Background: an optimization exercise with open tools, aiming at small area. Do not read the settings as production practice.
No run shown here included a check of the RTL's function; only the layout flow was run.
Power and IR drop assume default switching activity.

==> design.v <==
module multiplier (
input logic [3:0] a, b,
output logic [3:0] out);
logic [3:0][3:0] p;    
logic c1, s2, c2;
always_comb
  for (int i = 0; i < 4; i++)
    for (int j = 0; j < 4; j++)
      p[i][j] = a[i] & b[j];
assign out[0] = p[0][0];
assign out[1] = p[1][0] ^ p[0][1];
assign c1     = p[1][0] & p[0][1];
assign s2     = p[2][0] ^ p[1][1] ^ p[0][2];
assign c2     = p[2][0] & p[1][1] | p[2][0] & p[0][2] | p[1][1] & p[0][2];
assign out[2] = s2 ^ c1;
assign out[3] = p[3][0] ^ p[2][1] ^ p[1][2] ^ p[0][3] ^ c2 ^ (s2 & c1);
endmodule
module alu #(parameter n = 8) (
input logic [n-1:0] a, b,       
input logic [2:0] func,         
output logic [n-1:0] result,    
output logic zero               
);
logic [3:0] t;                  
logic sub, isadd, ismul;
logic [n-1:0] k;                
logic [3:0] mulOut;
aluctl ctl(.func(func), .t(t), .sub(sub), .isadd(isadd), .ismul(ismul));
multiplier mul(.a(a[3:0]), .b(b[3:0]), .out(mulOut));
assign k[0] = 1'b0;
genvar i;
generate for (i = 0; i < n; i++) begin : bits
  logic lu;
  lumux m(.t(t), .a(a[i]), .b(b[i]), .y(lu));
  if (i < n - 1) begin : cy
    carry c(.a(a[i]), .b(b[i]), .k(k[i]), .sub(sub), .isadd(isadd), .ko(k[i+1]));
  end
  if (i < 4) begin : lo
    assign result[i] = (lu ^ k[i]) | (ismul & mulOut[i]);
  end else begin : hi
    assign result[i] = lu ^ k[i];
  end
end endgenerate
assign zero = ~|result;
endmodule  
module aluctl (
input logic [2:0] func,
output logic [3:0] t,
output logic sub, isadd, ismul);
always_comb begin
  case (func)
    3'b000   : t = 4'b1100;
    3'b001   : t = 4'b1010;
    3'b010 : t = 4'b0110;
    3'b011 : t = 4'b0110;
    3'b100 : t = 4'b1000;
    3'b101  : t = 4'b1110;
    3'b110 : t = 4'b0110;
    default : t = 4'b0000;
  endcase
  isadd = (func[2:1] == 2'b01);
  sub   = func[0];
  ismul = (func == 3'b111);
end
endmodule
module lumux (input logic [3:0] t, input logic a, b, output logic y);
  assign y = t[{a, b}];
endmodule
module carry (input logic a, b, k, sub, isadd, output logic ko);
  logic ax, bg;
  assign ax = a ^ sub;
  assign bg = b & isadd;
  assign ko = ax & bg | ax & k | bg & k;
endmodule
module decoder #(parameter n = 8)
( input logic [23:0] I,
  input logic reset,
  input logic [n-1:0] result,
  output logic w, nimm,
  output logic [31:1] selAn, selBn,
  output logic sel0A, sel0B,            
  output logic [31:3] en,
  output logic wr1, wr2,
  output logic [n-1:0] wd
);
logic [3:0] loA, loB, loWn;
logic [7:0] hiA, hiB, hiWn;
predecode pa(.I(I), .reset(reset), .w(w), .nimm(nimm),
             .loA(loA), .hiA(hiA), .loB(loB), .hiB(hiB),
             .loWn(loWn), .hiWn(hiWn), .wr1(wr1), .wr2(wr2));
nand2grid ga(.lo(loA), .hi(hiA), .y(selAn));
nand2grid gb(.lo(loB), .hi(hiB), .y(selBn));
gand2 z0a(.a(loA[0]), .b(hiA[0]), .y(sel0A));
gand2 z0b(.a(loB[0]), .b(hiB[0]), .y(sel0B));
nor2grid #(.K0(3)) gw(.lon(loWn), .hin(hiWn), .y(en));
assign wd = reset ? {n{1'b0}} : result;
endmodule  
module predecode
( input logic [23:0] I,
  input logic reset,
  output logic w, nimm,
  output logic [3:0] loA, loB, loWn,
  output logic [7:0] hiA, hiB, hiWn,
  output logic wr1, wr2
);
logic [4:0] rd, rs;
logic nw, imm, wres;
logic [4:0][1:0] dl, sl;             
assign rd = I[17:13];
assign rs = I[12:8];
gnor2 gw(.a(I[23]), .b(I[22]), .y(w));           
ginv  gnw(.a(w), .y(nw));
gnand2 gni(.a(w), .b(I[21]), .y(nimm));          
ginv  gim(.a(nimm), .y(imm));
gnor2 gwr(.a(nw), .b(reset), .y(wres));          
genvar b, j, i;
generate
  for (b = 0; b < 5; b++) begin : inv
    assign dl[b][1] = rd[b];
    assign sl[b][1] = rs[b];
    ginv gd(.a(rd[b]), .y(dl[b][0]));
    ginv gs(.a(rs[b]), .y(sl[b][0]));
  end
  for (j = 0; j < 4; j++) begin : lo
    gnor2 ga(.a(dl[1][1-j/2]), .b(dl[0][1-j%2]), .y(loA[j]));
    gnor2 gb(.a(sl[1][1-j/2]), .b(sl[0][1-j%2]), .y(loB[j]));
    ga31oi gw(.a1(w), .a2(dl[1][j/2]), .a3(dl[0][j%2]), .b1(reset), .y(loWn[j]));
  end
  for (i = 0; i < 8; i++) begin : hi
    gnor3 ga(.a(dl[4][1-i/4]), .b(dl[3][1-(i/2)%2]), .c(dl[2][1-i%2]), .y(hiA[i]));
    gnor4 gb(.a(sl[4][1-i/4]), .b(sl[3][1-(i/2)%2]), .c(sl[2][1-i%2]), .d(imm), .y(hiB[i]));
    ga31oi gw(.a1(dl[4][i/4]), .a2(dl[3][(i/2)%2]), .a3(dl[2][i%2]), .b1(reset), .y(hiWn[i]));
  end
endgenerate
gand3 g1(.a(wres), .b(loA[1]), .c(hiA[0]), .y(wr1));
gand3 g2(.a(wres), .b(loA[2]), .c(hiA[0]), .y(wr2));
endmodule
module nand2grid
( input logic [3:0] lo,
  input logic [7:0] hi,
  output logic [31:1] y
);
genvar k;
generate for (k = 1; k < 32; k++) begin : g
  gnand2 n(.a(lo[k % 4]), .b(hi[k / 4]), .y(y[k]));
end endgenerate
endmodule
module ginv (input logic a, output logic y);
  assign y = ~a;
endmodule
module gnor2 (input logic a, b, output logic y);
  assign y = ~(a | b);
endmodule
module gnor3 (input logic a, b, c, output logic y);
  assign y = ~(a | b | c);
endmodule
module gand3 (input logic a, b, c, output logic y);
  assign y = a & b & c;
endmodule
module gnor4 (input logic a, b, c, d, output logic y);
  assign y = ~(a | b | c | d);
endmodule
module gnand2 (input logic a, b, output logic y);
  assign y = ~(a & b);
endmodule
module gnand3 (input logic a, b, c, output logic y);
  assign y = ~(a & b & c);
endmodule
module gnand4 (input logic a, b, c, d, output logic y);
  assign y = ~(a & b & c & d);
endmodule
module ga31oi (input logic a1, a2, a3, b1, output logic y);
  assign y = ~(a1 & a2 & a3 | b1);
endmodule
module nor2grid #(parameter K0 = 1)
( input logic [3:0] lon,
  input logic [7:0] hin,
  output logic [31:K0] y
);
always_comb
  for (int k = K0; k < 32; k++)
    y[k] = ~(lon[k % 4] | hin[k / 4]);
endmodule
module regread #(parameter n = 8, N = 31)
(input logic [N-1:0] seln,
 input logic sel0,             
 input logic [N-1:0][n-1:0] d,
 output logic [n-1:0] y);
genvar b;
generate for (b = 0; b < n; b++) begin : bits
  logic [N-1:0] col;
  for (genvar k = 0; k < N; k++) begin : c
    assign col[k] = d[k][b];
  end
  rdbit #(.N(N)) rb(.seln(seln), .sel0(sel0), .d(col), .y(y[b]));
end endgenerate
endmodule
module rdbit #(parameter N = 31)
(input logic [N-1:0] seln, d,
 input logic sel0,
 output logic y);
localparam P = N / 2;          
logic [P-1:0] o;
logic [3:0] q;
genvar k;
generate for (k = 0; k < P; k++) begin : g
  goai22 a(.a1(seln[2*k]), .a2(d[2*k]), .b1(seln[2*k+1]), .b2(d[2*k+1]), .y(o[k]));
end endgenerate
generate if (N == 32) begin : even
  gnor4 n0(.a(o[0]),  .b(o[1]),  .c(o[2]),  .d(o[3]),  .y(q[0]));
  gnor4 n1(.a(o[4]),  .b(o[5]),  .c(o[6]),  .d(o[7]),  .y(q[1]));
  gnor4 n2(.a(o[8]),  .b(o[9]),  .c(o[10]), .d(o[11]), .y(q[2]));
  gnor4 n3(.a(o[12]), .b(o[13]), .c(o[14]), .d(o[15]), .y(q[3]));
end else begin : odd    
  logic x;
  gnor2 nx(.a(seln[30]), .b(d[30]), .y(x));
  gnor4 n0(.a(o[0]),  .b(o[1]),  .c(o[2]),  .d(o[3]),  .y(q[0]));
  gnor4 n1(.a(o[4]),  .b(o[5]),  .c(o[6]),  .d(o[7]),  .y(q[1]));
  gnor4 n2(.a(o[8]),  .b(o[9]),  .c(o[10]), .d(o[11]), .y(q[2]));
  gnor4 n3(.a(o[12]), .b(o[13]), .c(o[14]), .d(x),     .y(q[3]));
end endgenerate
logic yn;
gnand4 an(.a(q[0]), .b(q[1]), .c(q[2]), .d(q[3]), .y(yn));
gnor2 z(.a(yn), .b(sel0), .y(y));
endmodule
module goai22 (input logic a1, a2, b1, b2, output logic y);
  assign y = ~((a1 | a2) & (b1 | b2));
endmodule
module swload #(parameter n = 8)
(input logic wr1, wr2,
 input logic [n-1:0] result,
 input logic [8:0] SW,
 output logic [n-1:0] gpr1d, gpr2d);
  logic nwr1, nwr2;
  ginv i1(.a(wr1), .y(nwr1));
  ginv i2(.a(wr2), .y(nwr2));
  genvar b;
  generate for (b = 0; b < n; b++) begin : bits
    ga22o m1(.a1(wr1), .a2(result[b]), .b1(nwr1), .b2(SW[b]), .y(gpr1d[b]));
    if (b == 0) begin : b0
      ga22o m2(.a1(wr2), .a2(result[b]), .b1(nwr2), .b2(SW[8]), .y(gpr2d[b]));
    end else begin : bn
      gand2 m2(.a(wr2), .b(result[b]), .y(gpr2d[b]));
    end
  end endgenerate
endmodule
module ga22o (input logic a1, a2, b1, b2, output logic y);
  assign y = a1 & a2 | b1 & b2;
endmodule
module gand2 (input logic a, b, output logic y);
  assign y = a & b;
endmodule
module pc #(parameter Psize = 6)
(input logic [Psize-1:0] PC,
 input logic [23:0] I,
 input logic zero, reset,
 output logic [Psize-1:0] PCnext
);
logic take;
logic [Psize-1:0] t, s;
logic [Psize:0] c;
assign take = (I[23:21] == 3'b011 & zero) | (I[23:21] == 3'b100 & ~zero);
assign t = take ? I[Psize-1:0] : {Psize{1'b0}};
assign c[0] = 1'b1;
always_comb
  for (int i = 0; i < Psize; i++) begin
    s[i]   = PC[i] ^ t[i] ^ c[i];
    c[i+1] = PC[i] & t[i] | PC[i] & c[i] | t[i] & c[i];
  end
assign PCnext = reset ? {Psize{1'b0}} : s;
endmodule
module cpu #( parameter n = 8, Isize = 24, Psize = 6)
(input logic clk,
  input logic reset,                
  input logic [n:0] SW,             
  input logic [Isize-1:0] I,        
  output logic [Psize-1:0] PC,      
  output logic [n-1:0] LED);        
logic w, nimm, zero;
logic [n-1:0] A, B, result, wd;
logic [31:1] selAn, selBn;
logic sel0A, sel0B;
logic [31:3] en;
logic wr1, wr2;
logic [Psize-1:0] PCnext;
logic [n-1:0] gpr1, gpr2;
logic [31:3][n-1:0] gpr;
decoder d(.I(I), .reset(reset), .result(result), .w(w), .nimm(nimm),
          .selAn(selAn), .selBn(selBn), .sel0A(sel0A), .sel0B(sel0B), .en(en), .wr1(wr1), .wr2(wr2), .wd(wd));
logic [n-1:0] gpr1d, gpr2d;
swload sl(.wr1(wr1), .wr2(wr2), .result(result), .SW(SW), .gpr1d(gpr1d), .gpr2d(gpr2d));
always_ff @(posedge clk) begin
  gpr1 <= gpr1d;
  gpr2 <= gpr2d;
end
genvar g;
generate for (g = 3; g < 32; g++) begin : file
  always_ff @(posedge clk)
    if (en[g]) gpr[g] <= wd;
end endgenerate
regread #(.N(31)) ra(.seln(selAn), .sel0(sel0A), .d({gpr, gpr2, gpr1}), .y(A));
regread #(.N(32)) rb(.seln({nimm, selBn}), .sel0(sel0B), .d({I[n-1:0], gpr, gpr2, gpr1}), .y(B));
alu alu(.a(A), .b(B), .func(I[20:18]), .result(result), .zero(zero));
pc p(.PC(PC), .I(I), .zero(zero), .reset(reset), .PCnext(PCnext));
always_ff @(posedge clk)
  PC <= PCnext;
assign LED = result;
endmodule
==> flow/run.sh <==
#!/bin/bash
# Layout flow: the standard ORFS flow (standard.sh) with
#  - a smaller clock tree: clkbuf_8/16 buffers on larger sink clusters, no dummy loads
#  - port buffers of the smallest buffer cell
#  - after floorplan, every combinational gate set to its smallest drive
#    strength (downsize.tcl); repair steps then size up what timing needs
#  - power recovery after global routing, which downsizes gates that synthesis
#    sized up but that have timing slack
# The make output goes to standard.log; ORFS writes each step's log under orfs/logs.
set -euo pipefail
export CTS_ARGS="-sink_clustering_enable -repair_clock_nets -dont_use_dummy_load -buf_list {sky130_fd_sc_hd__clkbuf_8 sky130_fd_sc_hd__clkbuf_16} -sink_clustering_size 30 -sink_clustering_max_diameter 100"
export BUFFER_PORTS_ARGS="-buffer_cell sky130_fd_sc_hd__buf_1"
export RECOVER_POWER=100
export POST_FLOORPLAN_TCL="$PWD/flow/downsize.tcl"
bash standard.sh > standard.log 2>&1
==> flow/downsize.tcl <==
# Post-floorplan hook: synthesis (ABC) sizes gates for a far tighter delay target
# than the clock needs; put every combinational gate back to its smallest drive
# strength of the same function.  Later repair steps (repair_design, repair_timing)
# size up or buffer what the real loads and timing need.
set block [ord::get_db_block]
set db [ord::get_db]
set count 0
set saved 0.0
foreach inst [$block getInsts] {
  set m [$inst getMaster]
  set name [$m getName]
  if {![regexp {^(sky130_fd_sc_hd__[a-z0-9]+)_([0-9]+)$} $name -> base size]} { continue }
  if {$size <= 1} { continue }
  # keep flip-flops, tie cells and anything clock-specific as they are
  if {[regexp {df|dl|edf|sdf|conb|clk|tap|fill|decap|diode} $base]} { continue }
  set small [$db findMaster ${base}_1]
  if {$small == "NULL" || $small == ""} { continue }
  set da [expr {[$m getWidth] - [$small getWidth]}]
  if {$da <= 0} { continue }
  replace_cell [$inst getName] ${base}_1
  incr count
  set saved [expr {$saved + $da * [$m getHeight] / 1e6}]
}
puts "downsize: $count instances set to drive strength 1, [format %.1f $saved] um^2 saved"
==> standard.sh <==
#!/bin/bash
# synth_recipe.tcl (not shown) runs the flow's synth.tcl, then flattens the netlist and writes it again
# the make line also repeats each setting of config.mk as NAME=value (left out here)
make -C /OpenROAD-flow-scripts/flow DESIGN_CONFIG=/design/flow/config.mk WORK_HOME=/design/flow/orfs CLKGATE_MAP_FILE= SYNTH_SCRIPT=/design/flow/synth_recipe.tcl "${@:-finish}"
==> config.mk <==
export PLATFORM = sky130hd
export DESIGN_NAME = cpu
export DESIGN_NICKNAME = cpu
export VERILOG_FILES = /design/flow/design.v
export SDC_FILE = /design/flow/constraint.sdc
export NUM_CORES = 4
export LEC_CHECK = 0
export CAP_MARGIN = 20
export CORE_MARGIN = 2
export CORE_UTILIZATION = 40
export SLEW_MARGIN = 20
export SYNTH_HIERARCHICAL = 1
==> constraint.sdc <==
create_clock -name core_clock -period 10.0 [get_ports {clk}]
set_input_delay 2.0000 -clock core_clock [delete_from_list [all_inputs] [get_ports {clk}]]
set_output_delay 2.0000 -clock core_clock [all_outputs]
set_load 0.01 [all_outputs]
==> notes.md, run 1 <==
gpl congestion 1.021; io pins 49; Max IR drop VDD between 0.08 and 0.09 mV; Top delay family on crit path compound AO/OA/AOI/OAI gates; clock-pin slew on the worst setup and hold paths approximately 110 ps; most numerous cell in the Yosys netlist o22ai_1; CP Launch Type primary input; pre-CTS setup slack 268.2 ps; clock period minus final worst setup slack about 9400 ps; Worst Path Required about 10000 ps; RSZ-0062 raised after global routing no; CP peak stage delay roughly 590 ps; Synth Instances just under 900; Crit Reg-Reg Startpoint gpr[184]; DRC viols 0; Setup CP Type primary input to register; DRT Wirelength roughly 38000 um; Max Slew Vio Count between 200 and 250; fin worst setup slack roughly 620 ps; Slew headroom -0.5543; DP Wirelength ~28000 um; Tcrit/Tclk final 0.9381; Max Cap Viol 7; Setup Viol. Count Final 0; Pwr per Cell Area ~200 mW/mm^2; cells on worst reg2reg path 34; Clock H-tree levels 1; synthesis-to-finish area growth 9.419%; CTS tree built; Synth cell types 37; Post-synth ARST share 0; worst-path maximum fanout 9; Tightest Pin Transition ~2300 ps; FF+latch count, synth 254; vias in the first global route 8735; Die H between 150 and 200 um; min-delay src PC[0]; hold_buf cts 0; status failed layout checks; Longest Clk Path Bufs 3; Iteration-0 DRC Markers between 1000 and 1500; Final #Nets 1091; Critical path buffers and inverters 6; leakage power about 4.2 nW; Slowest cell on crit path or4b_1; Avg Vias per Cell around 6.4; ANT nets after route 0; top-area cell type share of the netlist area 0.5926; critical path's most frequent cell o21ai_1; Hold Path Stages 3; Site Rows 62; dominant cell type by area after synthesis edfxtp_1; Wirelength per Cell 26.47 um; Initial Util 0.4074; Die X approximately 180 um; critical path depth in cells 38; Crit. Startpoint I[16]; worst-skew pair later-pin latency just over 500 ps; Yosys Warn Count 11; kind of end point of the critical path register; root cell of the clock tree clkbuf_16; GRT overflow 0; layout violations max-capacitance violations, max-slew violations; dominant synthesized flop cell edfxtp_1; Post-synth EDFFs between 200 and 250; Post-Synthesis Cell Area between 0.01 and 0.015 mm^2; Avg Cell Area, Syn 13.16 um^2; port buffer count between 40 and 50; Final Power 2.510 mW; hold crit path type register to register; setup TNS 0 ps; DR vias 9204; Final Core Density 0.4458; core box area between 0.02 and 0.03 mm^2; sequential fraction of the synthesis area 0.6301; GRT Total Usage 0.2440; die footprint 0.03078 mm^2; number of clock sinks about 250; largest net degree at the start of global routing 31; initial antenna violation count 3; fmax around 110 MHz; top post-synthesis cells by count 248 x o22ai_1, 232 x edfxtp_1, 81 x nand2_1; TritonCTS buffer count 12; Arr. time, crit path around 10000 ps; final hold vios 0; first-pass GRT wire length 56120 um; Pre-antenna DRT Iters 5; Synth area leaders edfxtp_1 59%, o22ai_1 13%, nor4_2 7.7%, dfxtp_1 3.7%, nand2_1 2.6%; layout cells sized above 1 0.09751; worst hold margin about 560 ps; Layout Skew between 30 and 40 ps
==> what timing repair did <==
item / 4_1_cts / 5_1_grt
resized for setup: 0 / 1
setup endpoints to repair: 0 / 1
buffers inserted: 0 / 0
==> cells in the final DEF (no fill, tap or decap), types with 6 or more instances in the layout <==
cell type / synthesis / routed
mux4_2: 8 / 8
inv_1: 23 / 23
nor4_1: 0 / 72
edfxtp_1: 232 / 232
nand4_1: 17 / 17
a31oi_1: 12 / 12
clkbuf_1: 0 / 19
o22ai_1: 248 / 248
nand2_1: 81 / 81
buf_4: 2 / 75
dfxtp_1: 22 / 22
nor2b_1: 9 / 6
o21ai_1: 7 / 7
and2_1: 11 / 13
nand3_1: 7 / 7
a22o_1: 9 / 9
xnor2_1: 14 / 14
nor3_1: 1 / 9
nor2_1: 71 / 70
clkbuf_16: 0 / 12
a21oi_1: 9 / 9
buf_1: 0 / 46
==> cell families after synthesis <==
kind of cell / share of synthesized area
multiplexers: 0.01533
AND/OR/NAND/NOR: 0.1622
flip-flops: 0.6301
XOR/XNOR: 0.01607
AO/OA/AOI/OAI: 0.1544
adder cells (fa/ha/maj): 0.01171
other: 0.0006388
buffers and inverters: 0.009578
==> state kept, by name (all words and copies together) (netlist names) <==
signal  flops
PC          6
gpr       232
gpr1        8
gpr2        8
==> layer usage <==
metal / GRT usage / vias to the layer above / wire, um
met3: 0.05043 / 94 / 3705
met1: 0.3427 / 4548 / 15980
met4: 0.08299 / 0 / 1476
met5: 0 / - / 0
met2: 0.3786 / 551 / 16830
li1: - / 4011 / -
==> worst min-delay path, delay by kind of cell, from the launching register on <==
kind | cells | cell delay (ps)
adders and majority gates | 1 | 120
buffers and inverters | 1 | 50
DFF | 1 | 320
and+or+nand+nor | 1 | 40
==> final timing paths <==
| kind | end | slack (ps) |
|---|---|---|
| setup reg to reg | PC[5] | 2550 |
| hold / removal | PC[0] | 560 |
| hold reg to reg | PC[0] | 560 |
| setup / recovery | PC[5] | 620 |
==> Yosys stat by module, one instance, submodules excluded, excerpt <==
module	cell area (um^2)	flip-flops and latches
lumux	22.52	0
gnor3	10.01	0
aluctl	62.56	0
ga31oi	6.256	0
carry	23.77	0
gnand4	6.256	0
gnor2	3.754	0
ga22o	8.758	0
==> layout make-up <==
class	count	area [um^2]
inverter	23	86.33
fill	2650	15990
antenna	5	12.51
tap	384	480.5
timing repair buffer	143	829.5
multi-input combinational	614	3747
clock buffer	12	300.3
sequential	254	7407
==> metrics by stage <==
step                      instances  area [um^2]
final                          1435        12860
after global routing           1430        12850
after CTS                      1430        12930
after detailed placement       1418        12630
after global placement         1418        12620
after floorplan                 894        11760
==> power by group <==
group          internal (mW)  leakage, nW  switching [mW]
clock network          0.218        0.148           0.318
registers               1.40         2.42          0.0770
logic                  0.151         1.61           0.349
==> inputs of run 2 (changes only) <==
--- a/design.v
+++ b/design.v
@@ -112,4 +112,4 @@
 ginv  gnw(.a(w), .y(nw));
-gnand2 gni(.a(w), .b(I[21]), .y(nimm));          
-ginv  gim(.a(nimm), .y(imm));
+gnor3b gim(.a(I[23]), .b(I[22]), .cn(I[21]), .y(imm));   
+ginv  gni(.a(imm), .y(nimm));
 gnor2 gwr(.a(nw), .b(reset), .y(wres));          
@@ -159,2 +159,5 @@
 endmodule
+module gnor3b (input logic a, b, cn, output logic y);
+  assign y = ~(a | b | ~cn);
+endmodule
 module gnor4 (input logic a, b, c, d, output logic y);
@@ -259,6 +262,6 @@
 logic take;
-logic [Psize-1:0] t, s;
-logic [Psize:0] c;
+logic [Psize-1:0] inc, br, off;
+logic [Psize:0] c, ci;
 assign take = (I[23:21] == 3'b011 & zero) | (I[23:21] == 3'b100 & ~zero);
-assign t = take ? I[Psize-1:0] : {Psize{1'b0}};
+assign off = I[Psize-1:0];
 assign c[0] = 1'b1;
@@ -266,6 +269,12 @@
   for (int i = 0; i < Psize; i++) begin
-    s[i]   = PC[i] ^ t[i] ^ c[i];
-    c[i+1] = PC[i] & t[i] | PC[i] & c[i] | t[i] & c[i];
+    br[i]  = PC[i] ^ off[i] ^ c[i];
+    c[i+1] = PC[i] & off[i] | PC[i] & c[i] | off[i] & c[i];
+  end
+assign ci[0] = 1'b1;
+always_comb
+  for (int i = 0; i < Psize; i++) begin
+    inc[i]  = PC[i] ^ ci[i];
+    ci[i+1] = PC[i] & ci[i];
   end
-assign PCnext = reset ? {Psize{1'b0}} : s;
+assign PCnext = reset ? {Psize{1'b0}} : (take ? br : inc);
 endmodule
--- a/flow/run.sh
+++ b/flow/run.sh
@@ -6,4 +6,2 @@
 #    strength (downsize.tcl); repair steps then size up what timing needs
-#  - power recovery after global routing, which downsizes gates that synthesis
-#    sized up but that have timing slack
 # The make output goes to standard.log; ORFS writes each step's log under orfs/logs.
@@ -12,3 +10,2 @@
 export BUFFER_PORTS_ARGS="-buffer_cell sky130_fd_sc_hd__buf_1"
-export RECOVER_POWER=100
 export POST_FLOORPLAN_TCL="$PWD/flow/downsize.tcl"
==> notes.md, run 2 <==
DP Wirelength 28360 um; DR vias 8936; status no timing/DRC/antenna violations; Wirelength per Cell around 28 um; post-CTS sizing 0; Tightest Pin Transition roughly 1200 ps; initial antenna violation count 0; Top delay family on crit path compound AO/OA/AOI/OAI gates; Inserted Diodes 0; Clock H-tree levels 1; Reg with most FFs gpr; CTS tree built; Tcrit/Tclk final 0.9101; hold_buf cts 0; Final Core Density 0.4234; Final #Nets 1026; Setup CP Type primary input to primary output; Pre-antenna DRT Iters 5; FF+latch count, synth roughly 250; Max Cap Viol 0; max reg flops 232; Arr. time, crit path around 7000 ps; CP Launch Type primary input; DRC viols 0; Post-synth ARST share 0; kind of end point of the critical path primary output; clock period minus final worst setup slack roughly 9100 ps; CP peak stage delay ~610 ps; gpl congestion roughly 0.98; die footprint around 0.031 mm^2; Site Rows 63; RSZ-0062 raised after global routing no; synthesis-to-finish area growth 4.571%; top post-synthesis cells by count 248 x o22ai_1, 232 x edfxtp_1, 75 x nand2_1; Post-synth EDFFs between 200 and 250; Synth cell types 41; worst-path maximum fanout 9; Die X around 180 um; Avg Vias per Cell between 6 and 7; Slew headroom 0.2002; Max IR drop VDD a little over 0.08 mV; Synth area leaders edfxtp_1 58%, o22ai_1 13%, nor4_2 7.5%, dfxtp_1 3.7%, nand2_1 2.4%; Slowest cell on crit path nor4_1; fin worst setup slack roughly 900 ps; pre-CTS setup slack 1011 ps; Post-Synthesis Cell Area 0.01194 mm^2; Setup Fix Bufs, Post-CTS 0; critical path's most frequent cell o21ai_1; DP Area around 0.012 mm^2; first-pass GRT wire length between 50000 and 60000 um; most common cell after layout, fill and taps aside o22ai_1; most numerous cell in the Yosys netlist o22ai_1; io pins between 40 and 50; Iteration-0 DRC Markers between 1000 and 1500; layout cells sized above 1 0.04913; Longest Clk Path Bufs 3; GRT Total Usage 0.2460; core box area just under 0.03 mm^2; Pwr per Cell Area between 200 and 250 mW/mm^2; top flop regs gpr x232, gpr1 x8, gpr2 x8; ANT nets after route 0; fmax around 110 MHz; DRT Wirelength 38590 um; dominant cell type by area after synthesis edfxtp_1; Critical path buffers and inverters 3; fillers ~2700; Worst Path Required ~8000 ps; most frequent cells in the layout 248 x o22ai_1, 232 x edfxtp_1, 75 x nand2_1; clock-pin slew on the worst setup and hold paths 110 ps; sequential fraction of the synthesis area 0.6206; Initial Util 0.4048; Die H between 150 and 200 um; largest net degree at the start of global routing 31; sequence of cells on the critical path buf_1, inv_1, nor3_1, nand2_1, o22ai_1, nor4_1, nand4_1, nor2_1, xnor2_1, o21ai_1, a21oi_1, o21ai_1, a21oi_1, o21ai_1, a21oi_1, o21ai_1, a21oi_1, o21ai_1, a21oi_1, o21ai_1, a21oi_1, o21ai_1, xor2_1, buf_1; Max Slew Vio Count 0; GRT overflow 0; port buffer count 48; worst-skew pair later-pin latency 510 ps; Yosys Warn Count 11; vias in the first global route 8473; Layout Skew between 40 and 50 ps; Synth Instances a little over 900; number of clock sinks roughly 250; final non-filler cell area approximately 0.012 mm^2; dominant synthesized flop cell edfxtp_1; Setup Viol. Count Final 0; TritonCTS buffer count 13; hold crit path type register to register; Avg Cell Area, Syn approximately 13 um^2; leakage power about 4.0 nW; root cell of the clock tree clkbuf_16; final hold vios 0; setup TNS 0 ps; top-area cell type share of the netlist area 0.5837
==> run 2: changes by cell type after synthesis, moves of 2 or more <==
cell,before,now
nand2_1,81,75
nor3_1,1,7
a211oi_2,0,5
ha_1,3,7
inv_1,23,27
nor2_1,71,67
buf_6,1,3
xnor2_1,14,12
xor2_1,5,7
==> run 2: final timing paths <==
check | start | to | cells after the start | slack (ps)
hold reg to reg | PC[0] | PC[0] | 3 | 650
setup reg to reg | gpr[184] | PC[3] | 25 | 4170
hold / removal | PC[0] | PC[0] | 3 | 650
setup / recovery | I[16] | LED[7] | 24 | 900
==> run 2: modules after synthesis, one instance, submodules excluded, excerpt <==
module | cells | area [um^2] | copies in the design
alu | 19 | 122.6 | 1
carry | 4 | 23.77 | 7
decoder | 8 | 50.05 | 1
ga22o | 1 | 8.758 | 9
gand3 | 1 | 6.256 | 2
gnand4 | 1 | 6.256 | 16
gnor3b | 1 | 12.51 | 1
pc | 43 | 404.1 | 1
==> run 2: kinds of logic after synthesis <==
group	count (synthesis)	synth area share
xor gates and xnor gates	20	0.01583
AOI/OAI and AO/OA	293	0.1574
other	2	0.0006292
and+or+nand+nor	283	0.1615
muxes	8	0.01510
adders and majority gates	12	0.01572
DFF	254	0.6206
buffers and inverters	33	0.01321
==> run 2: stage by stage <==
step | hold slack (ps) | cells | power [mW]
floorplan | 635.9 | 906 | 1.756
finish | 653.5 | 1367 | 2.516
global placement | 609.3 | 1354 | 1.981
global route | 706.7 | 1367 | 2.610
CTS | 653.2 | 1367 | 2.515
detailed placement | 636.3 | 1354 | 1.981
==> run 2: worst min-delay path, stage by stage (launching register included) <==
cell,delay (ps)
dfxtp_1,350
inv_1,80
ha_1,120
a211oi_1,60
==> run 2: layout make-up <==
cell class,instances,area [um^2],share of cell area
Inverter,27,101.3,0.008120
Tap cell,390,488.0,0.03910
Timing Repair Buffer,64,300.3,0.02406
Sequential cell,254,7407,0.5935
Multi-Input combinational cell,619,3859,0.3092
Clock buffer,13,325.3,0.02607
==> run 2: layer usage <==
metal | routed length [um] | track usage | share of wire | vias up
met5 | 0 | 0 | 0 | -
met4 | 1414 | 0.08437 | 0.037 | 0
met3 | 3936 | 0.05627 | 0.10 | 88
met2 | 17040 | 0.3783 | 0.44 | 525
met1 | 16200 | 0.3436 | 0.42 | 4420
li1 | - | - | - | 3903
==> run 2: power breakdown <==
part | internal (mW) | switching, mW
Combinational | 0.146 | 0.353
Sequential | 1.39 | 0.0793
Clock | 0.235 | 0.313
Total | 1.77 | 0.745

-- re-timing with driven ports --
The results above use ideal ports. As a check the final layouts listed here were re-extracted and re-timed, cells and wires unchanged. Step 1 (the two cells are an assumption about what drives the block):
set clk [get_ports {clk}]
set_driving_cell -lib_cell sky130_fd_sc_hd__clkbuf_16 $clk
set_driving_cell -lib_cell sky130_fd_sc_hd__buf_2 [delete_from_list [all_inputs] $clk]
Step 2 also shifts input and output timing later by t, the mid clock arrival at the registers, as if the neighbouring blocks saw the same clock. Three values: ideal, step 1, step 2; two values: the first two.
run | t, ns | slack for setup (ns) | worst setup path at the end | clock arrival spread, ns | cell pins on the clock port's net
run 1 | 0.544 | 0.619 / 0.585 / 0.041 | input to register | 0.037 / 0.037 | 1
run 2 | 0.536 | 0.899 / 0.873 / 0.873 | input to output | 0.044 / 0.044 | 1
For run 1, which loses most, drivers alone change the setup slack by -0.034 ns; drivers and shift together by -0.578 ns.
